What follows belongs to an exercise in optimizing a design on an open flow for small area, a short achievable clock period and few clock cycles per item; a production flow would make more cautious choices. No functional check of the RTL was part of any run shown here.

--- flow/config.mk ---
export PLATFORM = sky130hd
export DESIGN_NAME = assignment
export DESIGN_NICKNAME = assignment
export VERILOG_FILES = /design/flow/design.v
export SDC_FILE = /design/flow/constraint.sdc
export NUM_CORES = 4
export LEC_CHECK = 0
export CAP_MARGIN = 20
export CORE_MARGIN = 2
export CORE_UTILIZATION = 40
export SLEW_MARGIN = 20
export SYNTH_HIERARCHICAL = 1
export SYNTH_MINIMUM_KEEP_SIZE = 0
--- flow/constraint.sdc ---
create_clock -name core_clock -period 12.5 [get_ports {clk}]
set_input_delay 2.5000 -clock core_clock [delete_from_list [all_inputs] [get_ports {clk}]]
set_output_delay 2.5000 -clock core_clock [all_outputs]
set_load 0.01 [all_outputs]
--- flow/design.v ---
module fa_cell (
    input  logic a,
    input  logic b,
    input  logic ci,
    output logic s,
    output logic co
);
    assign s  = a ^ b ^ ci;
    assign co = (a & b) | (a & ci) | (b & ci);
endmodule
module assignment (
    input logic clk,
    input logic NRST,
    input logic start,
    input logic [10:0] A,
    input logic [10:0] B,
    output logic [20:0] result,
    output logic ready
);
    logic        busy;
    logic        accept;
    logic [10:0] a_value;
    logic [9:0]  b_mod;
    logic [9:0]  b_mod_next;
    logic [20:0] row0, row1;
    logic pp_0_0;
    logic pp_0_1;
    logic pp_0_2;
    logic pp_0_3;
    logic pp_0_4;
    logic pp_0_5;
    logic pp_0_6;
    logic pp_0_7;
    logic pp_0_8;
    logic pp_0_9;
    logic pp_1_0;
    logic pp_1_1;
    logic pp_1_2;
    logic pp_1_3;
    logic pp_1_4;
    logic pp_1_5;
    logic pp_1_6;
    logic pp_1_7;
    logic pp_1_8;
    logic pp_1_9;
    logic pp_2_0;
    logic pp_2_1;
    logic pp_2_2;
    logic pp_2_3;
    logic pp_2_4;
    logic pp_2_5;
    logic pp_2_6;
    logic pp_2_7;
    logic pp_2_8;
    logic pp_2_9;
    logic pp_3_0;
    logic pp_3_1;
    logic pp_3_2;
    logic pp_3_3;
    logic pp_3_4;
    logic pp_3_5;
    logic pp_3_6;
    logic pp_3_7;
    logic pp_3_8;
    logic pp_3_9;
    logic pp_4_0;
    logic pp_4_1;
    logic pp_4_2;
    logic pp_4_3;
    logic pp_4_4;
    logic pp_4_5;
    logic pp_4_6;
    logic pp_4_7;
    logic pp_4_8;
    logic pp_4_9;
    logic pp_5_0;
    logic pp_5_1;
    logic pp_5_2;
    logic pp_5_3;
    logic pp_5_4;
    logic pp_5_5;
    logic pp_5_6;
    logic pp_5_7;
    logic pp_5_8;
    logic pp_5_9;
    logic pp_6_0;
    logic pp_6_1;
    logic pp_6_2;
    logic pp_6_3;
    logic pp_6_4;
    logic pp_6_5;
    logic pp_6_6;
    logic pp_6_7;
    logic pp_6_8;
    logic pp_6_9;
    logic pp_7_0;
    logic pp_7_1;
    logic pp_7_2;
    logic pp_7_3;
    logic pp_7_4;
    logic pp_7_5;
    logic pp_7_6;
    logic pp_7_7;
    logic pp_7_8;
    logic pp_7_9;
    logic pp_8_0;
    logic pp_8_1;
    logic pp_8_2;
    logic pp_8_3;
    logic pp_8_4;
    logic pp_8_5;
    logic pp_8_6;
    logic pp_8_7;
    logic pp_8_8;
    logic pp_8_9;
    logic pp_9_0;
    logic pp_9_1;
    logic pp_9_2;
    logic pp_9_3;
    logic pp_9_4;
    logic pp_9_5;
    logic pp_9_6;
    logic pp_9_7;
    logic pp_9_8;
    logic pp_9_9;
    logic pp_10_0;
    logic pp_10_1;
    logic pp_10_2;
    logic pp_10_3;
    logic pp_10_4;
    logic pp_10_5;
    logic pp_10_6;
    logic pp_10_7;
    logic pp_10_8;
    logic pp_10_9;
    logic s1;
    logic c2;
    logic s3;
    logic c4;
    logic s5;
    logic c6;
    logic s7;
    logic c8;
    logic s9;
    logic c10;
    logic s11;
    logic c12;
    logic s13;
    logic c14;
    logic s15;
    logic c16;
    logic s17;
    logic c18;
    logic s19;
    logic c20;
    logic s21;
    logic c22;
    logic s23;
    logic c24;
    logic s25;
    logic c26;
    logic s27;
    logic c28;
    logic s29;
    logic c30;
    logic s31;
    logic c32;
    logic s33;
    logic c34;
    logic s35;
    logic c36;
    logic s37;
    logic c38;
    logic s39;
    logic c40;
    logic s41;
    logic c42;
    logic s43;
    logic c44;
    logic s45;
    logic c46;
    logic s47;
    logic c48;
    logic s49;
    logic c50;
    logic s51;
    logic c52;
    logic s53;
    logic c54;
    logic s55;
    logic c56;
    logic s57;
    logic c58;
    logic s59;
    logic c60;
    logic s61;
    logic c62;
    logic s63;
    logic c64;
    logic s65;
    logic c66;
    logic s67;
    logic c68;
    logic s69;
    logic c70;
    logic s71;
    logic c72;
    logic s73;
    logic c74;
    logic s75;
    logic c76;
    logic s77;
    logic c78;
    logic s79;
    logic c80;
    logic s81;
    logic c82;
    logic s83;
    logic c84;
    logic s85;
    logic c86;
    logic s87;
    logic c88;
    logic s89;
    logic c90;
    logic s91;
    logic c92;
    logic s93;
    logic c94;
    logic s95;
    logic c96;
    logic s97;
    logic c98;
    logic s99;
    logic c100;
    logic s101;
    logic c102;
    logic s103;
    logic c104;
    logic s105;
    logic c106;
    logic s107;
    logic c108;
    logic s109;
    logic c110;
    logic s111;
    logic c112;
    logic s113;
    logic c114;
    logic s115;
    logic c116;
    logic s117;
    logic c118;
    logic s119;
    logic c120;
    logic s121;
    logic c122;
    logic s123;
    logic c124;
    logic s125;
    logic c126;
    logic s127;
    logic c128;
    logic s129;
    logic c130;
    logic s131;
    logic c132;
    logic s133;
    logic c134;
    logic s135;
    logic c136;
    logic s137;
    logic c138;
    logic s139;
    logic c140;
    logic s141;
    logic c142;
    logic s143;
    logic c144;
    logic s145;
    logic c146;
    logic s147;
    logic c148;
    logic s149;
    logic c150;
    logic s151;
    logic c152;
    logic s153;
    logic c154;
    logic s155;
    logic c156;
    logic s157;
    logic c158;
    logic s159;
    logic c160;
    assign accept = start & ~busy;
    logic       b_ge_1000, b_ge_2000, b_q1, b_f;
    logic [6:0] h;
    assign h = B[9:3];
    assign b_ge_2000 = B[10] & B[9] & B[8] & B[7] & B[6] & (B[5] | B[4]);
    assign b_ge_1000 = B[10] | (B[9] & B[8] & B[7] & B[6] & B[5] & (B[4] | B[3]));
    assign b_q1 = b_ge_1000 & ~b_ge_2000;
    assign b_f = (b_ge_2000 & (h[1] | h[2])) | (b_q1 & (h[0] | h[1]) & h[2]);
    assign b_mod_next[2:0] = B[2:0];
    assign b_mod_next[3] = h[0] ^ b_q1;
    assign b_mod_next[4] = h[1] ^ (b_ge_2000 | (b_q1 & ~h[0]));
    assign b_mod_next[5] = h[2] ^ ((b_ge_2000 & ~h[1]) | (b_q1 & (h[0] | h[1])));
    assign b_mod_next[6] = h[3] ^ b_f;
    assign b_mod_next[7] = h[4] ^ (b_f & h[3]);
    assign b_mod_next[8] = h[5] ^ (b_f & h[3] & h[4]);
    assign b_mod_next[9] = h[6] ^ (b_f & h[3] & h[4] & h[5]);
    always_ff @(posedge clk) begin
        if (accept) begin
            a_value <= A;
            b_mod   <= b_mod_next;
        end
    end
    assign pp_0_0 = ~(a_value[0] & b_mod[0]);
    assign pp_0_1 = ~(a_value[0] & b_mod[1]);
    assign pp_0_2 = ~(a_value[0] & b_mod[2]);
    assign pp_0_3 = ~(a_value[0] & b_mod[3]);
    assign pp_0_4 = ~(a_value[0] & b_mod[4]);
    assign pp_0_5 = ~(a_value[0] & b_mod[5]);
    assign pp_0_6 = ~(a_value[0] & b_mod[6]);
    assign pp_0_7 = ~(a_value[0] & b_mod[7]);
    assign pp_0_8 = ~(a_value[0] & b_mod[8]);
    assign pp_0_9 = ~(a_value[0] & b_mod[9]);
    assign pp_1_0 = ~(a_value[1] & b_mod[0]);
    assign pp_1_1 = ~(a_value[1] & b_mod[1]);
    assign pp_1_2 = ~(a_value[1] & b_mod[2]);
    assign pp_1_3 = ~(a_value[1] & b_mod[3]);
    assign pp_1_4 = ~(a_value[1] & b_mod[4]);
    assign pp_1_5 = ~(a_value[1] & b_mod[5]);
    assign pp_1_6 = ~(a_value[1] & b_mod[6]);
    assign pp_1_7 = ~(a_value[1] & b_mod[7]);
    assign pp_1_8 = ~(a_value[1] & b_mod[8]);
    assign pp_1_9 = ~(a_value[1] & b_mod[9]);
    assign pp_2_0 = ~(a_value[2] & b_mod[0]);
    assign pp_2_1 = ~(a_value[2] & b_mod[1]);
    assign pp_2_2 = ~(a_value[2] & b_mod[2]);
    assign pp_2_3 = ~(a_value[2] & b_mod[3]);
    assign pp_2_4 = ~(a_value[2] & b_mod[4]);
    assign pp_2_5 = ~(a_value[2] & b_mod[5]);
    assign pp_2_6 = ~(a_value[2] & b_mod[6]);
    assign pp_2_7 = ~(a_value[2] & b_mod[7]);
    assign pp_2_8 = ~(a_value[2] & b_mod[8]);
    assign pp_2_9 = ~(a_value[2] & b_mod[9]);
    assign pp_3_0 = ~(a_value[3] & b_mod[0]);
    assign pp_3_1 = ~(a_value[3] & b_mod[1]);
    assign pp_3_2 = ~(a_value[3] & b_mod[2]);
    assign pp_3_3 = ~(a_value[3] & b_mod[3]);
    assign pp_3_4 = ~(a_value[3] & b_mod[4]);
    assign pp_3_5 = ~(a_value[3] & b_mod[5]);
    assign pp_3_6 = ~(a_value[3] & b_mod[6]);
    assign pp_3_7 = ~(a_value[3] & b_mod[7]);
    assign pp_3_8 = ~(a_value[3] & b_mod[8]);
    assign pp_3_9 = ~(a_value[3] & b_mod[9]);
    assign pp_4_0 = ~(a_value[4] & b_mod[0]);
    assign pp_4_1 = ~(a_value[4] & b_mod[1]);
    assign pp_4_2 = ~(a_value[4] & b_mod[2]);
    assign pp_4_3 = ~(a_value[4] & b_mod[3]);
    assign pp_4_4 = ~(a_value[4] & b_mod[4]);
    assign pp_4_5 = ~(a_value[4] & b_mod[5]);
    assign pp_4_6 = ~(a_value[4] & b_mod[6]);
    assign pp_4_7 = ~(a_value[4] & b_mod[7]);
    assign pp_4_8 = ~(a_value[4] & b_mod[8]);
    assign pp_4_9 = ~(a_value[4] & b_mod[9]);
    assign pp_5_0 = ~(a_value[5] & b_mod[0]);
    assign pp_5_1 = ~(a_value[5] & b_mod[1]);
    assign pp_5_2 = ~(a_value[5] & b_mod[2]);
    assign pp_5_3 = ~(a_value[5] & b_mod[3]);
    assign pp_5_4 = ~(a_value[5] & b_mod[4]);
    assign pp_5_5 = ~(a_value[5] & b_mod[5]);
    assign pp_5_6 = ~(a_value[5] & b_mod[6]);
    assign pp_5_7 = ~(a_value[5] & b_mod[7]);
    assign pp_5_8 = ~(a_value[5] & b_mod[8]);
    assign pp_5_9 = ~(a_value[5] & b_mod[9]);
    assign pp_6_0 = ~(a_value[6] & b_mod[0]);
    assign pp_6_1 = ~(a_value[6] & b_mod[1]);
    assign pp_6_2 = ~(a_value[6] & b_mod[2]);
    assign pp_6_3 = ~(a_value[6] & b_mod[3]);
    assign pp_6_4 = ~(a_value[6] & b_mod[4]);
    assign pp_6_5 = ~(a_value[6] & b_mod[5]);
    assign pp_6_6 = ~(a_value[6] & b_mod[6]);
    assign pp_6_7 = ~(a_value[6] & b_mod[7]);
    assign pp_6_8 = ~(a_value[6] & b_mod[8]);
    assign pp_6_9 = ~(a_value[6] & b_mod[9]);
    assign pp_7_0 = ~(a_value[7] & b_mod[0]);
    assign pp_7_1 = ~(a_value[7] & b_mod[1]);
    assign pp_7_2 = ~(a_value[7] & b_mod[2]);
    assign pp_7_3 = ~(a_value[7] & b_mod[3]);
    assign pp_7_4 = ~(a_value[7] & b_mod[4]);
    assign pp_7_5 = ~(a_value[7] & b_mod[5]);
    assign pp_7_6 = ~(a_value[7] & b_mod[6]);
    assign pp_7_7 = ~(a_value[7] & b_mod[7]);
    assign pp_7_8 = ~(a_value[7] & b_mod[8]);
    assign pp_7_9 = ~(a_value[7] & b_mod[9]);
    assign pp_8_0 = ~(a_value[8] & b_mod[0]);
    assign pp_8_1 = ~(a_value[8] & b_mod[1]);
    assign pp_8_2 = ~(a_value[8] & b_mod[2]);
    assign pp_8_3 = ~(a_value[8] & b_mod[3]);
    assign pp_8_4 = ~(a_value[8] & b_mod[4]);
    assign pp_8_5 = ~(a_value[8] & b_mod[5]);
    assign pp_8_6 = ~(a_value[8] & b_mod[6]);
    assign pp_8_7 = ~(a_value[8] & b_mod[7]);
    assign pp_8_8 = ~(a_value[8] & b_mod[8]);
    assign pp_8_9 = ~(a_value[8] & b_mod[9]);
    assign pp_9_0 = ~(a_value[9] & b_mod[0]);
    assign pp_9_1 = ~(a_value[9] & b_mod[1]);
    assign pp_9_2 = ~(a_value[9] & b_mod[2]);
    assign pp_9_3 = ~(a_value[9] & b_mod[3]);
    assign pp_9_4 = ~(a_value[9] & b_mod[4]);
    assign pp_9_5 = ~(a_value[9] & b_mod[5]);
    assign pp_9_6 = ~(a_value[9] & b_mod[6]);
    assign pp_9_7 = ~(a_value[9] & b_mod[7]);
    assign pp_9_8 = ~(a_value[9] & b_mod[8]);
    assign pp_9_9 = ~(a_value[9] & b_mod[9]);
    assign pp_10_0 = ~(a_value[10] & b_mod[0]);
    assign pp_10_1 = ~(a_value[10] & b_mod[1]);
    assign pp_10_2 = ~(a_value[10] & b_mod[2]);
    assign pp_10_3 = ~(a_value[10] & b_mod[3]);
    assign pp_10_4 = ~(a_value[10] & b_mod[4]);
    assign pp_10_5 = ~(a_value[10] & b_mod[5]);
    assign pp_10_6 = ~(a_value[10] & b_mod[6]);
    assign pp_10_7 = ~(a_value[10] & b_mod[7]);
    assign pp_10_8 = ~(a_value[10] & b_mod[8]);
    assign pp_10_9 = ~(a_value[10] & b_mod[9]);
    fa_cell u_ha1 (.a(pp_0_9), .b(pp_1_8), .ci(1'b1), .s(s1), .co(c2));
    fa_cell u_fa1 (.a(pp_10_0), .b(pp_1_9), .ci(pp_2_8), .s(s3), .co(c4));
    fa_cell u_ha2 (.a(pp_10_1), .b(pp_2_9), .ci(1'b1), .s(s5), .co(c6));
    fa_cell u_ha3 (.a(pp_0_6), .b(pp_1_5), .ci(1'b1), .s(s7), .co(c8));
    fa_cell u_fa2 (.a(pp_0_7), .b(pp_1_6), .ci(pp_2_5), .s(s9), .co(c10));
    fa_cell u_ha4 (.a(pp_3_4), .b(pp_4_3), .ci(1'b1), .s(s11), .co(c12));
    fa_cell u_fa3 (.a(pp_0_8), .b(pp_1_7), .ci(pp_2_6), .s(s13), .co(c14));
    fa_cell u_fa4 (.a(pp_3_5), .b(pp_4_4), .ci(pp_5_3), .s(s15), .co(c16));
    fa_cell u_ha5 (.a(pp_6_2), .b(pp_7_1), .ci(1'b1), .s(s17), .co(c18));
    fa_cell u_fa5 (.a(pp_2_7), .b(pp_3_6), .ci(pp_4_5), .s(s19), .co(c20));
    fa_cell u_fa6 (.a(pp_5_4), .b(pp_6_3), .ci(pp_7_2), .s(s21), .co(c22));
    fa_cell u_fa7 (.a(pp_8_1), .b(pp_9_0), .ci(s1), .s(s23), .co(c24));
    fa_cell u_fa8 (.a(pp_3_7), .b(pp_4_6), .ci(pp_5_5), .s(s25), .co(c26));
    fa_cell u_fa9 (.a(pp_6_4), .b(pp_7_3), .ci(pp_8_2), .s(s27), .co(c28));
    fa_cell u_fa10 (.a(pp_9_1), .b(c2), .ci(s3), .s(s29), .co(c30));
    fa_cell u_fa11 (.a(pp_3_8), .b(pp_4_7), .ci(pp_5_6), .s(s31), .co(c32));
    fa_cell u_fa12 (.a(pp_6_5), .b(pp_7_4), .ci(pp_8_3), .s(s33), .co(c34));
    fa_cell u_fa13 (.a(pp_9_2), .b(s5), .ci(c4), .s(s35), .co(c36));
    fa_cell u_fa14 (.a(pp_10_2), .b(pp_3_9), .ci(pp_4_8), .s(s37), .co(c38));
    fa_cell u_fa15 (.a(pp_5_7), .b(pp_6_6), .ci(pp_7_5), .s(s39), .co(c40));
    fa_cell u_fa16 (.a(pp_8_4), .b(pp_9_3), .ci(c6), .s(s41), .co(c42));
    fa_cell u_fa17 (.a(pp_10_3), .b(pp_4_9), .ci(pp_5_8), .s(s43), .co(c44));
    fa_cell u_fa18 (.a(pp_6_7), .b(pp_7_6), .ci(pp_8_5), .s(s45), .co(c46));
    fa_cell u_fa19 (.a(pp_10_4), .b(pp_5_9), .ci(pp_6_8), .s(s47), .co(c48));
    fa_cell u_ha6 (.a(pp_0_4), .b(pp_1_3), .ci(1'b1), .s(s49), .co(c50));
    fa_cell u_fa20 (.a(pp_0_5), .b(pp_1_4), .ci(pp_2_3), .s(s51), .co(c52));
    fa_cell u_ha7 (.a(pp_3_2), .b(pp_4_1), .ci(1'b1), .s(s53), .co(c54));
    fa_cell u_fa21 (.a(pp_2_4), .b(pp_3_3), .ci(pp_4_2), .s(s55), .co(c56));
    fa_cell u_fa22 (.a(pp_5_1), .b(pp_6_0), .ci(s7), .s(s57), .co(c58));
    fa_cell u_fa23 (.a(pp_5_2), .b(pp_6_1), .ci(pp_7_0), .s(s59), .co(c60));
    fa_cell u_fa24 (.a(c8), .b(s11), .ci(s9), .s(s61), .co(c62));
    fa_cell u_fa25 (.a(pp_8_0), .b(c12), .ci(s17), .s(s63), .co(c64));
    fa_cell u_fa26 (.a(c10), .b(s13), .ci(s15), .s(s65), .co(c66));
    fa_cell u_fa27 (.a(c18), .b(c14), .ci(c16), .s(s67), .co(c68));
    fa_cell u_fa28 (.a(s19), .b(s21), .ci(s23), .s(s69), .co(c70));
    fa_cell u_fa29 (.a(c20), .b(c22), .ci(s25), .s(s71), .co(c72));
    fa_cell u_fa30 (.a(s27), .b(c24), .ci(s29), .s(s73), .co(c74));
    fa_cell u_fa31 (.a(c26), .b(c28), .ci(s31), .s(s75), .co(c76));
    fa_cell u_fa32 (.a(s33), .b(c30), .ci(s35), .s(s77), .co(c78));
    fa_cell u_fa33 (.a(c32), .b(c34), .ci(s37), .s(s79), .co(c80));
    fa_cell u_fa34 (.a(s39), .b(s41), .ci(c36), .s(s81), .co(c82));
    fa_cell u_fa35 (.a(pp_9_4), .b(c38), .ci(c40), .s(s83), .co(c84));
    fa_cell u_fa36 (.a(s43), .b(s45), .ci(c42), .s(s85), .co(c86));
    fa_cell u_fa37 (.a(pp_7_7), .b(pp_8_6), .ci(pp_9_5), .s(s87), .co(c88));
    fa_cell u_fa38 (.a(c44), .b(c46), .ci(s47), .s(s89), .co(c90));
    fa_cell u_fa39 (.a(pp_10_5), .b(pp_6_9), .ci(pp_7_8), .s(s91), .co(c92));
    fa_cell u_fa40 (.a(pp_8_7), .b(pp_9_6), .ci(c48), .s(s93), .co(c94));
    fa_cell u_fa41 (.a(pp_10_6), .b(pp_7_9), .ci(pp_8_8), .s(s95), .co(c96));
    fa_cell u_ha8 (.a(pp_0_3), .b(pp_1_2), .ci(1'b1), .s(s97), .co(c98));
    fa_cell u_fa42 (.a(pp_2_2), .b(pp_3_1), .ci(pp_4_0), .s(s99), .co(c100));
    fa_cell u_fa43 (.a(pp_5_0), .b(c50), .ci(s53), .s(s101), .co(c102));
    fa_cell u_fa44 (.a(c54), .b(c52), .ci(s55), .s(s103), .co(c104));
    fa_cell u_fa45 (.a(c56), .b(s59), .ci(c58), .s(s105), .co(c106));
    fa_cell u_fa46 (.a(c60), .b(s63), .ci(c62), .s(s107), .co(c108));
    fa_cell u_fa47 (.a(c64), .b(c66), .ci(s67), .s(s109), .co(c110));
    fa_cell u_fa48 (.a(c68), .b(s71), .ci(c70), .s(s111), .co(c112));
    fa_cell u_fa49 (.a(c72), .b(s75), .ci(s77), .s(s113), .co(c114));
    fa_cell u_fa50 (.a(c76), .b(s79), .ci(c78), .s(s115), .co(c116));
    fa_cell u_fa51 (.a(c80), .b(s83), .ci(s85), .s(s117), .co(c118));
    fa_cell u_fa52 (.a(s87), .b(c84), .ci(s89), .s(s119), .co(c120));
    fa_cell u_fa53 (.a(c88), .b(s91), .ci(c90), .s(s121), .co(c122));
    fa_cell u_fa54 (.a(pp_9_7), .b(c92), .ci(s95), .s(s123), .co(c124));
    fa_cell u_fa55 (.a(pp_10_7), .b(pp_8_9), .ci(pp_9_8), .s(s125), .co(c126));
    fa_cell u_ha9 (.a(pp_0_2), .b(pp_1_1), .ci(1'b1), .s(s127), .co(c128));
    fa_cell u_fa56 (.a(pp_2_1), .b(pp_3_0), .ci(s97), .s(s129), .co(c130));
    fa_cell u_fa57 (.a(c98), .b(s49), .ci(s99), .s(s131), .co(c132));
    fa_cell u_fa58 (.a(c100), .b(s51), .ci(s101), .s(s133), .co(c134));
    fa_cell u_fa59 (.a(c102), .b(s57), .ci(s103), .s(s135), .co(c136));
    fa_cell u_fa60 (.a(c104), .b(s61), .ci(s105), .s(s137), .co(c138));
    fa_cell u_fa61 (.a(s65), .b(c106), .ci(s107), .s(s139), .co(c140));
    fa_cell u_fa62 (.a(s69), .b(c108), .ci(s109), .s(s141), .co(c142));
    fa_cell u_fa63 (.a(c110), .b(s73), .ci(s111), .s(s143), .co(c144));
    fa_cell u_fa64 (.a(c74), .b(c112), .ci(s113), .s(s145), .co(c146));
    fa_cell u_fa65 (.a(s81), .b(s115), .ci(c114), .s(s147), .co(c148));
    fa_cell u_fa66 (.a(c82), .b(s117), .ci(c116), .s(s149), .co(c150));
    fa_cell u_fa67 (.a(c86), .b(s119), .ci(c118), .s(s151), .co(c152));
    fa_cell u_fa68 (.a(s93), .b(s121), .ci(c120), .s(s153), .co(c154));
    fa_cell u_fa69 (.a(c94), .b(s123), .ci(c122), .s(s155), .co(c156));
    fa_cell u_fa70 (.a(c96), .b(s125), .ci(c124), .s(s157), .co(c158));
    fa_cell u_fa71 (.a(pp_10_8), .b(pp_9_9), .ci(c126), .s(s159), .co(c160));
    assign row0 = {1'b1, pp_10_9, s159, s157, s155, s153, s151, c148, c146, c144, c142, c140, c138, c136, c134, c132, c130, c128, pp_2_0, pp_0_1, pp_0_0};
    assign row1 = {1'b1, c160, c158, c156, c154, c152, c150, s149, s147, s145, s143, s141, s139, s137, s135, s133, s131, s129, s127, pp_1_0, 1'b1};
    logic [8:0] blk0;
    assign blk0 = ~({1'b0, row0[7:0]} + {1'b0, row1[7:0]} + 9'd1);
    logic [5:0] blk1;
    assign blk1 = ~({1'b0, row0[12:8]} + {1'b0, row1[12:8]} + 6'd1);
    logic [4:0] blk2;
    assign blk2 = ~({1'b0, row0[16:13]} + {1'b0, row1[16:13]} + 5'd1);
    logic [4:0] blk3;
    assign blk3 = ~({1'b0, row0[20:17]} + {1'b0, row1[20:17]} + 5'd1);
    logic [20:0] sum_q;
    logic [2:0] gen_q;
    logic [2:1] prop_q;
    always_ff @(posedge clk) begin
        sum_q[7:0] <= blk0[7:0];
        gen_q[0] <= blk0[8];
        sum_q[12:8] <= blk1[4:0];
        gen_q[1] <= blk1[5];
        prop_q[1] <= &blk1[4:0];
        sum_q[16:13] <= blk2[3:0];
        gen_q[2] <= blk2[4];
        prop_q[2] <= &blk2[3:0];
        sum_q[20:17] <= blk3[3:0];
    end
    logic [3:1] cin;
    assign cin[1] = gen_q[0];
    assign cin[2] = (gen_q[0] & prop_q[1]) | gen_q[1];
    assign cin[3] = (gen_q[0] & prop_q[1] & prop_q[2]) | (gen_q[1] & prop_q[2]) | gen_q[2];
    assign result[7:0] = sum_q[7:0];
    assign result[8] = sum_q[8] ^ cin[1];
    assign result[9] = sum_q[9] ^ (cin[1] & (&sum_q[8:8]));
    assign result[10] = sum_q[10] ^ (cin[1] & (&sum_q[9:8]));
    assign result[11] = sum_q[11] ^ (cin[1] & (&sum_q[10:8]));
    assign result[12] = sum_q[12] ^ (cin[1] & (&sum_q[11:8]));
    assign result[13] = sum_q[13] ^ cin[2];
    assign result[14] = sum_q[14] ^ (cin[2] & (&sum_q[13:13]));
    assign result[15] = sum_q[15] ^ (cin[2] & (&sum_q[14:13]));
    assign result[16] = sum_q[16] ^ (cin[2] & (&sum_q[15:13]));
    assign result[17] = sum_q[17] ^ cin[3];
    assign result[18] = sum_q[18] ^ (cin[3] & (&sum_q[17:17]));
    assign result[19] = sum_q[19] ^ (cin[3] & (&sum_q[18:17]));
    assign result[20] = sum_q[20] ^ (cin[3] & (&sum_q[19:17]));
    always_ff @(posedge clk or negedge NRST) begin
        if (!NRST) begin
            busy  <= 1'b0;
            ready <= 1'b0;
        end else begin
            busy  <= accept;
            ready <= busy | (ready & ~start);
        end
    end
endmodule
--- flow/flow/run.sh ---
#!/bin/bash
# The standard layout (the standard.sh: ORFS synthesis to final layout),
# with smaller port buffers and no clock-tree dummy loads.
set -euo pipefail
export BUFFER_PORTS_ARGS="-buffer_cell ${PORT_BUF:-sky130_fd_sc_hd__buf_1}"
export CTS_ARGS="-sink_clustering_enable -repair_clock_nets -dont_use_dummy_load -buf_list sky130_fd_sc_hd__clkbuf_8"
bash standard.sh > standard.log 2>&1
--- flow/standard.sh ---
#!/bin/bash
# synth_recipe.tcl (not shown) runs the flow's synth.tcl, then flattens the netlist and writes it again
# the make line also repeats each setting of config.mk as NAME=value (left out here)
make -C /OpenROAD-flow-scripts/flow DESIGN_CONFIG=/design/flow/config.mk WORK_HOME=/design/flow/orfs CLKGATE_MAP_FILE= SYNTH_SCRIPT=/design/flow/synth_recipe.tcl "${@:-finish}"
==> run summary, run 1 <==
Ports=47; synthesized area per cell=between 10 and 15 um2; hold_buf cts=0; via count=2,904; Synth Flop Type=dfxtp_1; crit-path max FO=11; CTS Sinks=slightly below 50; global-route wire length before repair=14,700 um; Buf+Inv Stages, Crit Path=1; total negative slack=0 ps; DRT antenna net count=0; Post-synth EDFFs=21; routability cong.=0.831; die area=12,000 um2; DIE HEIGHT=110 um; Worst Hold Class=register to register; final max-slew violation count=0; crit share post-route=approximately 34%; post-synthesis register bit count=49; post-synthesis cell count=between 400 and 500; CP top delay family=adder cells; Crit path top cell by count=fa_1; DR vias/cell=about 5; clock latency on the worst-skew pair=roughly 310 ps; CP Data Arrival Time=approximately 4500 ps; Synth cell types=42; Setup Viol. Count Final=0; placed cell count=between 500 and 600; Fin. Hold Viols=0; async set or reset register ratio after synthesis=between 4 and 5%; nets=~580; 1st-pass router iterations=4; initial DRC count=131; Post-Layout Cell Count=580; slowest cell delay on critical path=between 500 and 600 ps; post-synthesis sequential area ratio=around 27%; critical path type=register to register; CTS root buf=clkbuf_8; total track usage=about 16%; critical path required time=approximately 13,000 ps; max_cap viols=0; startpoint types=register; post_cts resized=0; TritonCTS clock tree=yes; final setup margin=between 8000 and 9000 ps; Die X=between 100 and 150 um; core box area=about 11,000 um2; mapped cell area=roughly 4500 um2; final-layout fill cell count=around 1,100; GR Overflow Total=0; starting density of the core=approximately two fifths; outcome=complete, no violations; Place WS=around 8300 ps; Crit-path slowest cell=edfxtp_1; CTS clk-pin slew, worst paths=approximately 100 ps; Max Buffers Root-to-Sink=2; port bufs=46; setup bufs post-CTS=0; number of remaining DRC errors=0; clock skew=approximately 35 ps; Inserted Diodes=0; RSZ-0062 raised after global routing=false; # H-tree levels=2; worst-path cell chain=nand2_1 > fa_1 > fa_1 > fa_1 > fa_1 > fa_1 > inv_1 > ha_1 > fa_1 > xor2_1 > nand4b_1 > mux2i_1; pin count of the biggest net entering global routing=23; Final min period=roughly 4200 ps; Max Fclk=roughly 0.24 GHz; Post-DP HPWL=6590 um; setup slack, reg-to-reg=8270 ps; total CTS buffers=5; final WL=8260 um; layout cells sized above 1=2.05%; Worst Setup End Kind=register; Area Growth Syn to Fin=6.96%; wire length per cell=14.2 um; initial antenna violation count=0; Yosys warning total=7; row count=38; vias in the first global route=approximately 3,100
cells in the mapped netlist (2+ instances only):
library cell / n / area [um2]
a211oi_1: 2 / 15.0
nand3_1: 3 / 15.0
ha_1: 26 / 325
o21ai_0: 6 / 30.0
fa_1: 84 / 1680
a21oi_1: 8 / 40.0
inv_1: 21 / 78.8
and3_1: 3 / 18.8
nand2b_1: 3 / 18.8
nor2_1: 7 / 26.3
xor2_1: 11 / 96.3
dfrtp_1: 2 / 50.1
nand4_1: 3 / 18.8
xnor2_1: 11 / 96.3
nor2b_1: 2 / 12.5
edfxtp_1: 21 / 631
nand4b_1: 2 / 17.5
dfxtp_1: 26 / 521
nand3b_1: 2 / 15.0
and2_1: 3 / 18.8
a21o_1: 5 / 37.5
buf_4: 8 / 60.1
clkbuf_1: 21 / 78.8
nand2_1: 112 / 420
final cells by class:
| type | count | area [um2] | area share (%) |
|---|---|---|---|
| multi-input cells | 318 | 3070 | 64.3 |
| clock buffers | 5 | 68.8 | 1.44 |
| well taps | 140 | 175 | 3.67 |
| repair buffers | 47 | 180 | 3.78 |
| inverters | 21 | 78.8 | 1.65 |
| flip-flops and latches | 49 | 1200 | 25.2 |
Yosys stat by module, one instance, submodules excluded:
module	cells inside	flip-flops and latches	area [um2]
fa_cell	1	0	20.0
assignment	330	49	2860
per-stage QoR:
step	utilization, %	hold slack [ps]	instance area [um2]
after floorplan	-	429	4490
after global placement	43.4	434	4700
after detailed placement	43.4	449	4700
after CTS	44.0	473	4770
after global routing	44.0	493	4770
final	44.0	466	4770
sequential cells by signal, summed over array words and instances, names as in the netlist:
signal	count
a_value	11
gen_q	3
b_mod	10
busy	1
prop_q	2
ready	1
sum_q	21
routing by layer:
metal / wire (um) / vias to the layer above / global-route usage, %
li1: - / 1343 / -
met1: 3500 / 1480 / 20.5
met2: 4280 / 71 / 28.1
met3: 378 / 10 / 2.55
met4: 97 / 0 / 3.53
met5: 0 / - / 0
cells in the final DEF (no fill, tap or decap), drive strengths merged, types with 4 or more instances in the layout:
cell type,instances
a21o,6
fa,84
inv,21
ha,26
xor2,11
nand2,112
o21ai,7
buf,47
a21oi,9
and3,4
nor2,7
edfxtp,21
clkbuf,5
conb,9
xnor2,11
dfxtp,26
path summary, 6_finish.rpt:
path                       cells past startpoint               start           endpoint
max                                           12  b_mod[1]$_DFFE_PP_  prop_q[2]$_DFF_P_
min                                            1      busy$_DFF_PN0_    ready$_DFF_PN0_
max reg2reg                                   12  b_mod[1]$_DFFE_PP_  prop_q[2]$_DFF_P_
min reg2reg                                    1      busy$_DFF_PN0_    ready$_DFF_PN0_
max in group asynchronous                      1                NRST     busy$_DFF_PN0_
min in group asynchronous                      1                NRST    ready$_DFF_PN0_
cells by family after synthesis:
group | Yosys count | synth area share (%)
flops | 49 | 26.9
buf+inv | 51 | 4.99
xor+xnor | 22 | 4.32
compound gates | 31 | 4.60
mux | 1 | 0.224
other cells | 1 | 0.0841
simple gates | 145 | 13.9
fa+ha+maj | 110 | 45.0
==> run 2: changes to the inputs <==
--- a/flow/flow/run.sh
+++ b/flow/flow/run.sh
@@ -6,2 +6,3 @@
 export CTS_ARGS="-sink_clustering_enable -repair_clock_nets -dont_use_dummy_load -buf_list sky130_fd_sc_hd__clkbuf_8"
+export SETUP_SLACK_MARGIN=8.7 SETUP_MOVE_SEQUENCE="sizeup,swap" SKIP_GATE_CLONING=1 SKIP_LAST_GASP=1
 bash standard.sh > standard.log 2>&1
==> run summary, run 2 <==
port bufs=46; crit-path max FO=4; worst r2r path cells=11; post-synthesis register bit count=49; row count=38; TritonCTS clock tree=yes; routability cong.=about 0.8; post-synthesis sequential area ratio=26.9%; share of the synthesized area in the top cell type=between 30% and 40%; Crit-path slowest cell=dfxtp_4; max_cap viols=0; Final min period=4120 ps; top cells by count, synth=nand2_1, fa_1, dfxtp_1, ha_1; Max Fclk=around 0.24 GHz; Cells on Worst Hold Path=1; vias in the first global route=approximately 3,200; max reg flops=21; Slew Limit Headroom=62.6%; Worst Hold Path EP=ready$_DFF_PN0_; DRT antenna net count=0; number of remaining DRC errors=0; worst-path cell chain=a21o_4 > a21oi_4 > inv_2 > ha_4 > xor2_1 > buf_2; CTS Sinks=between 40 and 50; measured slew at the worst slew-check pin=approximately 560 ps; CP top delay family=compound AO/OA/AOI/OAI gates; Synth cell types=42; Setup Viol. Count Final=0; core box area=about 11,000 um2; commonest non-fill, non-tap cells in the layout=nand2_1, fa_1, buf_1; mapped cell area=4460 um2; setup bufs post-CTS=0; DR vias/cell=between 4 and 5; critical path type=register to output pin; DIE HEIGHT=110 um; startpoint types=register; Worst Hold Class=register to register; xor and xnor fraction of the mapped netlist area=between 4 and 5%; Ports=47; total CTS buffers=5; RSZ-0062 raised after global routing=true; total negative slack=0 ps; Fin. Hold Viols=0; initial DRC count=approximately 130; synthesized area per cell=between 10 and 15 um2; simple-gate share of the synthesized area=13.9%; die area=roughly 12,000 um2; most common cell after layout, fill and taps aside=nand2_1; post-synthesis cell count=just over 400; CTS clk-pin slew, worst paths=roughly 100 ps; mux cell area share after synthesis=less than 1%; Die X=between 100 and 150 um; CTS root buf=clkbuf_8; post-synth top area cell=fa_1; Post-synth EDFFs=21; global-route wire length before repair=14,800 um; critical path required time=around 10,000 ps; wire length per cell=about 14 um; reg-to-reg endpoint=prop_q[1]$_DFF_P_; Synth Flop Type=dfxtp_1; GR Overflow Total=0; Buf+Inv Stages, Crit Path=2; Area Growth Syn to Fin=12.3%; setup slack, reg-to-reg=about 8400 ps; most frequent cell after synthesis=nand2_1; Post-Synth Adder-Cell Area=~45%; Max Buffers Root-to-Sink=2; async set or reset register ratio after synthesis=just over 4%; largest family of logic cells by synthesized area=adder cells; starting density of the core=roughly two fifths; Yosys warning total=7; # H-tree levels=2; Inserted Diodes=0; layout cells sized above 1=13.9%; CP Data Arrival Time=between 1500 and 2000 ps; slowest cell delay on critical path=approximately 370 ps; hold_buf cts=0; final max-slew violation count=0; min-delay src=busy$_DFF_PN0_; ranking of synthesized cells by area=fa_1, edfxtp_1, dfxtp_1; initial antenna violation count=0; Worst Setup End Kind=output pin; Core Util, Final=about 46%; Compound-Gate Fraction of Synth Area=under 10%; crit share post-route=between 30% and 40%; pin count of the biggest net entering global routing=23; outcome=complete, no violations; final WL=between 8000 and 9000 um; Largest Register=sum_q; via count=approximately 2,900; Post-DP HPWL=roughly 6600 um; nets=between 500 and 600; total track usage=roughly 16%; 1st-pass router iterations=4; clock skew=around 32 ps; Critical R2R Launch=a_value[10]$_DFFE_PP_; clock latency on the worst-skew pair=about 320 ps
-- run 2: cell counts after synthesis --
Identical to the previous run, type by type.
-- run 2: worst max path at each step --
stage | start | endpoint | slack (ps) | cells after the start
after detailed placement | a_value[10]$_DFFE_PP_ | prop_q[2]$_DFF_P_ | 8350 | 12
after CTS | gen_q[0]$_DFF_P_ | result[20] | 8370 | 5
after global routing | a_value[0]$_DFFE_PP_ | prop_q[1]$_DFF_P_ | 8270 | 11
final | gen_q[0]$_DFF_P_ | result[18] | 8380 | 6
after global placement | B[8] | b_mod[4]$_DFFE_PP_ | 8430 | 7
after floorplan | b_mod[1]$_DFFE_PP_ | prop_q[2]$_DFF_P_ | 8660 | 13
-- run 2: area by class of cell --
type | instances | area [um2]
clock buffers | 5 | 68.8
fillers | 1016 | 5830
flip-flops and latches | 49 | 1200
multi-input cells | 318 | 3270
inverters | 21 | 78.8
well taps | 140 | 175
repair buffers | 47 | 213
-- run 2: per-layer routing --
metal  vias to the layer above  wire length (um)  share of wire (%)  track usage (%)
li1                       1346                 -                  -                -
met1                      1457              3590                 43             20.4
met2                        67              4250                 51             28.4
met3                         9               417                5.0             2.96
met4                         0               112                1.3             5.06
met5                         -                 0                  0                0
-- run 2: timing repair --
action / CTS / global route
resized for setup: 28 / 26
endpoints found under the setup margin: 18 / 21
endpoints found under the hold margin: 0 / 0
pin swaps: 18 / 26
-- run 2: per-module statistics from Yosys (local to each module, per instance) --
module	copies in the design	area (um2)	flops+latches	cells
assignment	1	2860	49	330
fa_cell	80	20.0	0	1
-- run 2: cells by family after synthesis --
group,after synthesis
xor+xnor,22
flops,49
other cells,1
buf+inv,51
fa+ha+maj,110
compound gates,31
simple gates,145
mux,1
-- run 2: through the flow --
stage	setup WS, ps	cells	cell area (um2)	hold slack (ps)
final	8380	580	5010	478
after global routing	8270	580	5010	501
after floorplan	8660	418	4570	447
after detailed placement	8350	574	4740	460
after global placement	8430	574	4740	455
after CTS	8370	579	4910	482
-- run 2: worst reg2reg max path, delay by kind of cell, from the launching register on --
family | cells | cell delay, ps
adders and majority gates | 6 | 2790
and+or+nand+nor | 3 | 380
DFF | 1 | 590
xor gates and xnor gates | 1 | 130
AOI/OAI and AO/OA | 1 | 50
==> run 3: changes to the inputs <==
--- a/flow/design.v
+++ b/flow/design.v
@@ -519,3 +519,2 @@
     logic [2:0] gen_q;
-    logic [2:1] prop_q;
     always_ff @(posedge clk) begin
@@ -525,8 +524,9 @@
         gen_q[1] <= blk1[5];
-        prop_q[1] <= &blk1[4:0];
         sum_q[16:13] <= blk2[3:0];
         gen_q[2] <= blk2[4];
-        prop_q[2] <= &blk2[3:0];
         sum_q[20:17] <= blk3[3:0];
     end
+    logic [2:1] prop_q;
+    assign prop_q[1] = &sum_q[12:8];
+    assign prop_q[2] = &sum_q[16:13];
     logic [3:1] cin;
--- a/flow/flow/run.sh
+++ b/flow/flow/run.sh
@@ -6,3 +6,2 @@
 export CTS_ARGS="-sink_clustering_enable -repair_clock_nets -dont_use_dummy_load -buf_list sky130_fd_sc_hd__clkbuf_8"
-export SETUP_SLACK_MARGIN=8.7 SETUP_MOVE_SEQUENCE="sizeup,swap" SKIP_GATE_CLONING=1 SKIP_LAST_GASP=1
 bash standard.sh > standard.log 2>&1
==> run summary, run 3 <==
critical path required time=10,000 ps; number of remaining DRC errors=0; CTS clk-pin slew, worst paths=around 90 ps; DRT antenna net count=0; initial DRC count=between 100 and 150; hold_buf cts=0; Post-synth EDFFs=21; Final min period=about 4300 ps; Largest Register=sum_q; Worst Setup End Kind=output pin; 1st-pass router iterations=4; Max Buffers Root-to-Sink=2; share of the synthesized area in the top cell type=37.9%; Setup Viol. Count Final=0; crit share post-route=around 34%; Post-DP HPWL=about 6700 um; Critical R2R Launch=b_mod[1]$_DFFE_PP_; initial antenna violation count=0; vias in the first global route=3,232; CP top delay family=compound AO/OA/AOI/OAI gates; crit-path max FO=5; min-delay src=busy$_DFF_PN0_; total track usage=around 16%; critical path startpoint=sum_q[10]$_DFF_P_; post-synth top area cell=fa_1; pin count of the biggest net entering global routing=23; Yosys warning total=7; mapped cell area=between 4000 and 5000 um2; # H-tree levels=2; CTS Sinks=47; final WL=around 8400 um; post-synthesis cell count=between 400 and 500; slowest cell delay on critical path=approximately 370 ps; nets=roughly 580; CP Data Arrival Time=~1800 ps; row count=38; wire length per cell=14.5 um; startpoint types=register; max reg flops=21; Fin. Hold Viols=0; core box area=approximately 11,000 um2; Inserted Diodes=0; critical path type=register to output pin; RSZ-0062 raised after global routing=false; Crit-path slowest cell=dfxtp_1; outcome=complete, no violations; GR Overflow Total=0; total CTS buffers=5; async set or reset register ratio after synthesis=4.26%; post-synthesis register bit count=47; total negative slack=0 ps; port bufs=46; starting density of the core=~40%; Area Growth Syn to Fin=6.92%; Buf+Inv Stages, Crit Path=1; die area=roughly 12,000 um2; worst-path cell chain=nand4_2 > o21ai_2 > a31o_2 > ha_1 > xor2_1 > buf_1; Core Util, Final=between 40% and 50%; Die X=approximately 110 um; max_cap viols=0; DR vias/cell=between 4 and 5; final-layout fill cell count=roughly 1,000; Max Fclk=approximately 0.23 GHz; ranking of synthesized cells by area=fa_1, edfxtp_1, dfxtp_1; post-synthesis sequential area ratio=around a quarter; commonest non-fill, non-tap cells in the layout=nand2_1, fa_1, buf_1; clock skew=around 17 ps; most common cell after layout, fill and taps aside=nand2_1; Synth Flop Type=dfxtp_1; routability cong.=around 0.82; global-route wire length before repair=14,700 um; CTS root buf=clkbuf_8; Worst Hold Class=register to register; top cells by count, synth=nand2_1, fa_1, ha_1; via count=2,884; final max-slew violation count=0; Ports=47; Synth cell types=43; DIE HEIGHT=about 110 um; clock latency on the worst-skew pair=~300 ps; TritonCTS clock tree=yes; setup bufs post-CTS=0; synthesized area per cell=roughly 11 um2; most frequent cell after synthesis=nand2_1; layout cells sized above 1=2.28%; post_cts resized=0
==> run 3: cell types whose count changed after synthesis, sizes merged, moves of 2 or more <==
cell and change:
xnor2 -4, o21a +3, dfxtp -2, a21oi -2, nand4b -2, and3 -2
==> run 3: cell families (layout without fill, tap and decap cells) <==
| logic type | count (synthesis) | count (layout) | synth area share (%) |
|---|---|---|---|
| AND/OR/NAND/NOR | 141 | 141 | 13.3 |
| adder cells (fa/ha/maj) | 110 | 110 | 45.3 |
| buffers and inverters | 53 | 74 | 5.19 |
| flip-flops | 47 | 47 | 26.2 |
| AO/OA/AOI/OAI | 39 | 39 | 6.24 |
| XOR/XNOR | 19 | 19 | 3.75 |
| other | 1 | 9 | 0.0846 |
==> run 3: Yosys stat by module (local to each module, per instance) <==
module      area (um2)  cells  flops+latches
fa_cell           20.0      1              0
assignment        2830    330             47
==> run 3: routing by layer <==
layer / global-route usage, % / share of wire (%) / wire length [um]
met1: 20.3 / 42 / 3500
met2: 29.0 / 52 / 4390
met3: 1.85 / 4.4 / 371
met4: 4.61 / 1.7 / 140
met5: 0 / 0 / 0
==> run 3: cell type report <==
class / instances / area (um2) / area share (%)
Multi-Input combinational cell: 318 / 3070 / 64.8
Sequential cell: 47 / 1160 / 24.5
Timing Repair Buffer: 47 / 180 / 3.80
Tap cell: 140 / 175 / 3.70
Inverter: 22 / 82.6 / 1.74
Clock buffer: 5 / 68.8 / 1.45
==> run 3: per-stage QoR <==
step                hold slack, ps  setup slack (ps)  cell area (um2)  instances
floorplan                      429              8620             4460        418
global placement               433              8510             4670        574
detailed placement             455              8460             4670        574
CTS                            477              8130             4740        579
global route                   491              8030             4740        579
finish                         467              8200             4740        579
==> run 3: worst paths after layout <==
path / endpoint / slack (ps) / cells past startpoint
max reg2reg: gen_q[2]$_DFF_P_ / 8480 / 12
min in group asynchronous: ready$_DFF_PN0_ / 1970 / 1
min reg2reg: ready$_DFF_PN0_ / 470 / 1
max in group asynchronous: busy$_DFF_PN0_ / 10410 / 1
max: result[18] / 8200 / 6
min: ready$_DFF_PN0_ / 470 / 1
==> run 4: changes to the inputs <==
--- a/flow/design.v
+++ b/flow/design.v
@@ -10,2 +10,10 @@
 endmodule
+module operand_select (
+    input  logic        load,
+    input  logic [20:0] d,
+    input  logic [20:0] q,
+    output logic [20:0] y
+);
+    assign y = load ? d : q;
+endmodule
 module assignment (
@@ -311,7 +319,11 @@
     assign b_mod_next[9] = h[6] ^ (b_f & h[3] & h[4] & h[5]);
+    logic [20:0] operands_next;
+    operand_select u_operand_select (
+        .load(accept),
+        .d({A, b_mod_next}),
+        .q({a_value, b_mod}),
+        .y(operands_next)
+    );
     always_ff @(posedge clk) begin
-        if (accept) begin
-            a_value <= A;
-            b_mod   <= b_mod_next;
-        end
+        {a_value, b_mod} <= operands_next;
     end
@@ -519,2 +531,3 @@
     logic [2:0] gen_q;
+    logic [2:1] prop_q;
     always_ff @(posedge clk) begin
@@ -524,9 +537,8 @@
         gen_q[1] <= blk1[5];
+        prop_q[1] <= &blk1[4:0];
         sum_q[16:13] <= blk2[3:0];
         gen_q[2] <= blk2[4];
+        prop_q[2] <= &blk2[3:0];
         sum_q[20:17] <= blk3[3:0];
     end
-    logic [2:1] prop_q;
-    assign prop_q[1] = &sum_q[12:8];
-    assign prop_q[2] = &sum_q[16:13];
     logic [3:1] cin;
==> run summary, run 4 <==
outcome=complete, no violations; clock skew=around 22 ps; setup bufs post-CTS=0; final WL=8630 um; Place WS=8280 ps; die area=12,300 um2; Inserted Diodes=0; Yosys warning total=7; crit share post-route=between 30% and 40%; pin count of the biggest net entering global routing=23; Setup Viol. Count Final=0; Post-DP HPWL=about 7000 um; design area=~4900 um2; Synth Flop Type=dfxtp_1; hold_buf cts=0; post-synthesis cell count=between 400 and 500; Final min period=around 4300 ps; wire length per cell=14.3 um; post-synthesis register bit count=49; async set or reset register ratio after synthesis=between 4 and 5%; Worst Hold Class=register to register; area post-placement=4810 um2; DRT antenna net count=0; CTS root buf=clkbuf_8; Max Buffers Root-to-Sink=2; Largest Register=sum_q; Max Fclk=around 0.23 GHz; initial antenna violation count=0; startpoint types=register; post-synthesis sequential area ratio=between 20% and 30%; CP Data Arrival Time=around 4500 ps; layout cells sized above 1=between 6 and 7%; CTS clk-pin slew, worst paths=around 100 ps; RSZ-0062 raised after global routing=false; final max-slew violation count=0; Fin. Hold Viols=0; total track usage=between 10% and 20%; crit-path max FO=12; critical path type=register to register; initial DRC count=83; routability cong.=between 0.8 and 0.9; mapped cell area=between 4000 and 5000 um2; post_cts resized=0; Worst Setup End Kind=register; max_cap viols=0; critical path required time=12,730 ps; via count=3,025; CTS Sinks=49; 1st-pass router iterations=4; post-synth top area cell=fa_1; measured slew at the worst slew-check pin=523 ps; max reg flops=21; share of the synthesized area in the top cell type=a little under two fifths; port bufs=46; clock latency on the worst-skew pair=slightly above 300 ps; final setup margin=between 8000 and 9000 ps; number of remaining DRC errors=0; starting density of the core=about two fifths; most common cell after layout, fill and taps aside=nand2_1; ranking of synthesized cells by area=fa_1, dfxtp_1, nand2_1; nets=598; synthesized area per cell=around 11 um2; WHS=around 490 ps; Die X=between 100 and 150 um; # H-tree levels=2; Area Growth Syn to Fin=6.41%; TritonCTS clock tree=yes; Synth cell types=44; most frequent cell after synthesis=nand2_1; row count=39; Post-synth EDFFs=0; Slew Limit Headroom=about 65%; vias in the first global route=between 3,000 and 4,000; top cells by count, synth=nand2_1, fa_1, dfxtp_1; total negative slack=0 ps; total CTS buffers=5; commonest non-fill, non-tap cells in the layout=nand2_1, fa_1, dfxtp_1; DIE HEIGHT=between 100 and 150 um; DR vias/cell=between 5 and 6; global-route wire length before repair=about 15,000 um; Ports=47; core box area=roughly 11,000 um2; GR Overflow Total=0
run 4: layer usage:
| metal | part of all wire (%) | track usage, % | up-vias |
|---|---|---|---|
| met5 | 0 | 0 | - |
| met4 | 2.6 | 6.42 | 0 |
| met3 | 4.6 | 2.57 | 17 |
| met2 | 50 | 27.0 | 81 |
| met1 | 42 | 18.4 | 1515 |
| li1 | - | - | 1412 |
run 4: critical path, cell delays in order, from the launching register on:
cell     delay [ps]
dfxtp_1         580
nand2_1         150
fa_1            470
fa_1            390
fa_1            520
fa_1            440
fa_1            520
inv_1            40
ha_1            200
fa_1            400
xor2_1          240
nand4_1         120
mux2i_1         120
run 4: final cells by class:
| type | count | area, um2 |
|---|---|---|
| clock buffers | 5 | 68.8 |
| flip-flops and latches | 49 | 991 |
| inverters | 21 | 78.8 |
| fillers | 1120 | 6440 |
| multi-input cells | 339 | 3380 |
| well taps | 143 | 179 |
| repair buffers | 47 | 180 |
run 4: path summary, 6_finish.rpt:
path,startpoint,endpoint,slack (ps),cells past startpoint
setup / recovery,b_mod[1]$_DFF_P_,prop_q[2]$_DFF_P_,8220,12
hold / removal,ready$_DFF_PN0_,ready$_DFF_PN0_,490,1
setup reg to reg,b_mod[1]$_DFF_P_,prop_q[2]$_DFF_P_,8220,12
hold reg to reg,ready$_DFF_PN0_,ready$_DFF_PN0_,490,1
max in group asynchronous,NRST,busy$_DFF_PN0_,10420,1
min in group asynchronous,NRST,ready$_DFF_PN0_,1960,1
run 4: logic make-up (layout without fill, tap and decap cells):
| logic type | after synthesis | count (layout) | synth area share, % |
|---|---|---|---|
| AO/OA/AOI/OAI | 31 | 31 | 4.48 |
| XOR/XNOR | 22 | 22 | 4.20 |
| adder cells (fa/ha/maj) | 110 | 110 | 43.8 |
| buffers and inverters | 53 | 73 | 5.35 |
| flip-flops | 49 | 49 | 21.6 |
| multiplexers | 22 | 22 | 7.01 |
| other | 1 | 9 | 0.0818 |
| AND/OR/NAND/NOR | 145 | 145 | 13.5 |
run 4: Yosys stat by module (local to each module, per instance):
module | times used | flip-flops and latches | cells
operand_select | 1 | 0 | 23
assignment | 1 | 49 | 330
fa_cell | 80 | 0 | 1
run 4: through the flow:
| step | cells | util [%] |
|---|---|---|
| 2_1_floorplan | 441 | - |
| 3_3_place_gp | 599 | 42.5 |
| 3_5_place_dp | 599 | 42.5 |
| 4_1_cts | 604 | 43.1 |
| 5_1_grt | 604 | 43.1 |
| 6_report | 604 | 43.1 |
==> run 5: changes to the inputs <==
--- a/flow/flow/run.sh
+++ b/flow/flow/run.sh
@@ -6,2 +6,3 @@
 export CTS_ARGS="-sink_clustering_enable -repair_clock_nets -dont_use_dummy_load -buf_list sky130_fd_sc_hd__clkbuf_8"
+export SETUP_SLACK_MARGIN=8.7 SETUP_MOVE_SEQUENCE="sizeup,swap" SKIP_GATE_CLONING=1 SKIP_LAST_GASP=1
 bash standard.sh > standard.log 2>&1
==> run summary, run 5 <==
hold_buf cts=0; placed cell count=599; worst r2r path cells=12; CTS Sinks=49; CTS root buf=clkbuf_8; post-synthesis register bit count=49; Max Fclk=0.245 GHz; total CTS buffers=5; crit path capture=result[18]; clock latency on the worst-skew pair=a little over 300 ps; Critical Path Stages=6; Post-Layout Cell Count=604; TritonCTS clock tree=yes; setup bufs post-CTS=0; post-synthesis sequential area ratio=approximately 22%; Crit-path slowest cell=dfxtp_4; via count=between 3,000 and 4,000; Synth cell types=44; port bufs=46; CP Data Arrival Time=around 1600 ps; critical path type=register to output pin; Worst Hold Class=register to register; Max Buffers Root-to-Sink=2; Ports=47; number of remaining DRC errors=0; max reg flops=21; Post-synth EDFFs=0; DR vias/cell=approximately 5; design area=5150 um2; DRT antenna net count=0; pin count of the biggest net entering global routing=23; GR Overflow Total=0; worst-path cell chain=a21o_4 > a21oi_4 > inv_2 > ha_4 > xor2_2 > buf_2; nets=approximately 600; Die X=~110 um; Area Growth Syn to Fin=12.4%; Setup Viol. Count Final=0; Synth Flop Type=dfxtp_1; most frequent cell after synthesis=nand2_1; mapped cell area=approximately 4600 um2; top cells by count, synth=nand2_1, fa_1, dfxtp_1; max_cap viols=0; commonest non-fill, non-tap cells in the layout=nand2_1, fa_1, buf_1; final max-slew violation count=0; routability cong.=~0.84; CTS clk-pin slew, worst paths=about 90 ps; 1st-pass router iterations=5; initial DRC count=102; area post-placement=4850 um2; Critical R2R Launch=b_mod[1]$_DFF_P_; Yosys warning total=7; RSZ-0062 raised after global routing=true; ranking of synthesized cells by area=fa_1, dfxtp_1, nand2_1; core box area=between 10,000 and 15,000 um2; Buf+Inv Stages, Crit Path=2; DIE HEIGHT=approximately 110 um; die area=12,300 um2; outcome=complete, no violations; Post-DP HPWL=roughly 6700 um; Inserted Diodes=0; async set or reset register ratio after synthesis=under 10%; layout cells sized above 1=20.8%; post-synth top area cell=fa_1; Worst Setup End Kind=output pin; starting density of the core=about 40%; setup slack, reg-to-reg=8550 ps; crit share post-route=32.6%; # H-tree levels=2; clock skew=about 24 ps; critical path required time=10,000 ps; Largest Register=sum_q; slowest cell delay on critical path=approximately 370 ps; Fin. Hold Viols=0; post-synthesis cell count=433; wire length per cell=around 15 um; final WL=roughly 9000 um; row count=39; Final min period=just over 4000 ps; reg-to-reg endpoint=prop_q[2]$_DFF_P_; vias in the first global route=around 3,400; initial antenna violation count=0; startpoint types=register; total track usage=between 10% and 20%; most common cell after layout, fill and taps aside=nand2_1; share of the synthesized area in the top cell type=a little under two fifths; crit-path max FO=4; CP top delay family=compound AO/OA/AOI/OAI gates; global-route wire length before repair=between 15,000 and 20,000 um; total negative slack=0 ps; synthesized area per cell=roughly 11 um2; critical path startpoint=gen_q[0]$_DFF_P_
run 5: area by class of cell:
cell class	instances	area, um2
inverter	21	78.8
timing repair buffer	47	199
fill	1110	6170
clock buffer	5	68.8
sequential	49	1070
multi-input combinational	339	3560
tap	143	179
run 5: metal layers:
| metal | wire length (um) | vias to the layer above | track usage [%] |
|---|---|---|---|
| li1 | - | 1419 | - |
| met1 | 3890 | 1520 | 20.5 |
| met2 | 4420 | 72 | 27.5 |
| met3 | 472 | 16 | 3.44 |
| met4 | 143 | 0 | 4.36 |
| met5 | 0 | - | 0 |
run 5: timing repair:
item / 4_1_cts / 5_1_grt
resized for setup: 55 / 31
pin swaps: 6 / 25
endpoints found under the setup margin: 22 / 21
hold endpoints to repair: 0 / 0
run 5: how the worst min path moves through the flow:
stage                      endpoint            start  cells after the start  slack (ps)
finish              ready$_DFF_PN0_   busy$_DFF_PN0_                      1         490
global route        ready$_DFF_PN0_  ready$_DFF_PN0_                      1         530
CTS                 ready$_DFF_PN0_   busy$_DFF_PN0_                      1         500
detailed placement  ready$_DFF_PN0_   busy$_DFF_PN0_                      1         470
global placement    ready$_DFF_PN0_   busy$_DFF_PN0_                      1         460
floorplan           ready$_DFF_PN0_   busy$_DFF_PN0_                      1         430
run 5: Yosys stat by module, one instance, submodules excluded:
module | cells inside | copies in the design | cell area, um2
operand_select | 23 | 1 | 334
fa_cell | 1 | 80 | 20.0
assignment | 330 | 1 | 2650
run 5: cells by family after synthesis:
logic type	Yosys count	share of synthesized area [%]
adder cells (fa/ha/maj)	110	43.8
AND/OR/NAND/NOR	145	13.5
buffers and inverters	53	5.35
flip-flops	49	21.6
XOR/XNOR	22	4.20
other	1	0.0818
multiplexers	22	7.01
AO/OA/AOI/OAI	31	4.48
run 5: metrics by stage:
step	hold WS [ps]	worst slack, ps	util, %
after global placement	455	8340	42.9
after floorplan	429	8550	-
final	487	8420	45.5
after CTS	496	8400	44.7
after global routing	530	8340	45.5
after detailed placement	475	8250	42.9
==> run 6: changes to the inputs <==
==> flow/flow/run.sh (replaced) <==
#!/bin/bash
# The standard layout (the standard.sh: ORFS synthesis to final layout),
# with smaller port buffers, no clock-tree dummy loads, and stronger operand
# flip-flops (flow/post_floorplan.tcl).
set -euo pipefail
here=$(cd "$(dirname "$0")" && pwd)
export BUFFER_PORTS_ARGS="-buffer_cell sky130_fd_sc_hd__buf_1"
export CTS_ARGS="-sink_clustering_enable -repair_clock_nets -dont_use_dummy_load -buf_list sky130_fd_sc_hd__clkbuf_8"
export POST_FLOORPLAN_TCL="$here/post_floorplan.tcl"
export OPERAND_FF_CELL=sky130_fd_sc_hd__dfxtp_4
bash standard.sh > standard.log 2>&1
==> flow/flow/post_floorplan.tcl (new file) <==
# After floorplan: give the operand flip-flops, which drive the partial
# products, a stronger drive (same cell type, larger size).
set block [ord::get_db_block]
foreach inst [$block getInsts] {
  set name [$inst getName]
  set master [[$inst getMaster] getName]
  if {$master eq "sky130_fd_sc_hd__dfxtp_1" &&
      ([string match "a_value*" $name] || [string match "b_mod*" $name])} {
    puts "upsize $name"
    replace_cell $name $::env(OPERAND_FF_CELL)
  }
}
==> run summary, run 6 <==
outcome=complete, no violations; port bufs=46; Worst Setup End Kind=output pin; total negative slack=0 ps; max_cap viols=0; wire length per cell=about 14 um; vias in the first global route=between 3,000 and 4,000; CTS clk-pin slew, worst paths=90 ps; ranking of synthesized cells by area=fa_1, dfxtp_1, nand2_1; final-layout fill cell count=around 1,100; critical path required time=approximately 10,000 ps; crit share post-route=33.0%; TritonCTS clock tree=yes; Post-DP HPWL=approximately 6700 um; Ports=47; mapped cell area=between 4000 and 5000 um2; initial DRC count=roughly 130; share of the synthesized area in the top cell type=a little under two fifths; Max Fclk=0.242 GHz; synthesized area per cell=between 10 and 15 um2; Inserted Diodes=0; Post-synth EDFFs=0; core box area=approximately 11,000 um2; area taken by flip-flops and latches=around 1100 um2; DRT antenna net count=0; final WL=between 8000 and 9000 um; total track usage=15.3%; top cells by count, synth=nand2_1, fa_1, dfxtp_1; startpoint types=register; Largest Register=sum_q; Crit-path slowest cell=dfxtp_1; number of remaining DRC errors=0; initial antenna violation count=0; commonest non-fill, non-tap cells in the layout=nand2_1, fa_1, buf_1; starting density of the core=about two fifths; nets=about 600; final max-slew violation count=0; clock latency on the worst-skew pair=approximately 310 ps; post-synthesis register bit count=49; hold_buf cts=0; row count=39; global-route wire length before repair=about 15,000 um; Setup Viol. Count Final=0; post-synthesis cell count=about 430; CP top delay family=flip-flops; layout cells sized above 1=11.3%; Area Growth Syn to Fin=8.13%; DR vias/cell=~5; critical path type=register to output pin; DIE HEIGHT=111 um; Yosys warning total=7; async set or reset register ratio after synthesis=around 4.1%; routability cong.=0.824; Core Util, Final=around 44%; via count=between 3,000 and 4,000; most common cell after layout, fill and taps aside=nand2_1; Max Buffers Root-to-Sink=2; Fin. Hold Viols=0; CTS Sinks=49; crit-path max FO=4; CTS root buf=clkbuf_8; CP Data Arrival Time=roughly 1600 ps; GR Overflow Total=0; multi-input logic area=between 3000 and 4000 um2; Worst Hold Class=register to register; Synth cell types=44; 1st-pass router iterations=4; post_cts resized=0; clock skew=28.9 ps; worst-path cell chain=a21o_4 > a21oi_2 > or3b_1 > xnor2_1 > buf_1; pin count of the biggest net entering global routing=23; die area=approximately 12,000 um2; most frequent cell after synthesis=nand2_1; setup bufs post-CTS=0; Synth Flop Type=dfxtp_1; slowest cell delay on critical path=between 400 and 500 ps; # H-tree levels=2; post-synth top area cell=fa_1; max reg flops=21; Buf+Inv Stages, Crit Path=1; Final min period=just over 4000 ps; RSZ-0062 raised after global routing=false; total CTS buffers=5; post-synthesis sequential area ratio=~22%; Die X=approximately 110 um
==> run 6: worst register-to-register path, cell delays in order (launching register included) <==
cell	delay, ps
dfxtp_4	430
nand2_1	110
fa_1	440
fa_1	390
fa_1	530
fa_1	440
fa_1	510
inv_1	40
ha_1	200
fa_1	400
xor2_1	250
nand4b_1	130
mux2i_1	140
==> run 6: modules after synthesis (local to each module, per instance) <==
| module | cells | cell area, um2 | flops+latches | copies in the design |
|---|---|---|---|---|
| assignment | 330 | 2650 | 49 | 1 |
| operand_select | 23 | 334 | 0 | 1 |
| fa_cell | 1 | 20.0 | 0 | 80 |
==> run 6: layer usage <==
layer  GRT usage (%)  routed length (um)  vias to the layer above
met5               0                   0                        -
met4            4.28                  99                        0
met3            3.01                 382                        9
met2            26.5                4300                       71
met1            19.7                3840                     1547
li1                -                   -                     1421
==> run 6: cell type report <==
class	instances	share of cell area, %
clock buffer	5	1.39
inverter	21	1.59
multi-input combinational	339	68.2
sequential	49	21.6
tap	143	3.61
timing repair buffer	47	3.63
==> run 6: logic make-up (layout without fill, tap and decap cells) <==
logic type / Yosys count / in the layout / synth area share [%]
mux: 22 / 22 / 7.01
other cells: 1 / 9 / 0.0818
fa+ha+maj: 110 / 110 / 43.8
simple gates: 145 / 145 / 13.5
buf+inv: 53 / 73 / 5.35
xor+xnor: 22 / 22 / 4.20
compound gates: 31 / 31 / 4.48
flops: 49 / 49 / 21.6
==> run 6: worst paths after layout <==
path,endpoint,depth (start not counted),start,slack (ps)
min reg2reg,ready$_DFF_PN0_,1,ready$_DFF_PN0_,490
min,ready$_DFF_PN0_,1,ready$_DFF_PN0_,490
max reg2reg,prop_q[2]$_DFF_P_,12,b_mod[1]$_DFF_P_,8420
min in group asynchronous,ready$_DFF_PN0_,1,NRST,1960
max in group asynchronous,busy$_DFF_PN0_,1,NRST,10410
max,result[20],5,gen_q[0]$_DFF_P_,8370
==> run 6: metrics by stage <==
step                hold WS (ps)  area (um2)  instances  setup slack (ps)
floorplan                    429        4610        441              8450
global placement             454        4890        599              8400
detailed placement           477        4890        599              8340
CTS                          499        4960        604              8330
global route                 515        4960        604              8190
finish                       492        4960        604              8370

## what the ideal ports hide
The results above use ideal ports. As a check the final layouts listed here were re-extracted and re-timed, cells and wires unchanged.
Step 1, drivers: a clkbuf_16 drives clk and a buf_2 each remaining input, both assumed.
Step 2 adds t to the input delays and takes it off the output delays; t is the mean of the earliest and latest rising clock arrival at the registers after step 1. Input paths then give back, and output paths get back, about the clock's delay inside the block.
a / b / c = ideal ports / drivers / drivers and shift; a / b = the first two.
run | shift t [ns] | slack for setup (ns) | worst hold slack (ns) | pins driven straight from the clock port
run 1 | 0.329 | 8.272 / 8.272 / 8.272 | 0.466 / 0.466 / 0.466 | 1
run 2 | 0.335 | 8.385 / 8.354 / 8.431 | 0.478 / 0.478 / 0.478 | 1
run 3 | 0.318 | 8.197 / 8.167 / 8.479 | 0.467 / 0.467 / 0.467 | 1
run 4 | 0.336 | 8.221 / 8.221 / 8.221 | 0.486 / 0.486 / 0.486 | 1
run 5 | 0.336 | 8.419 / 8.383 / 8.429 | 0.487 / 0.487 / 0.487 | 1
run 6 | 0.328 | 8.371 / 8.338 / 8.343 | 0.492 / 0.492 / 0.492 | 1
After both steps every run listed still meets setup and hold. For run 6, which loses most, drivers alone change the setup slack by -0.033 ns; drivers and shift together by -0.028 ns.
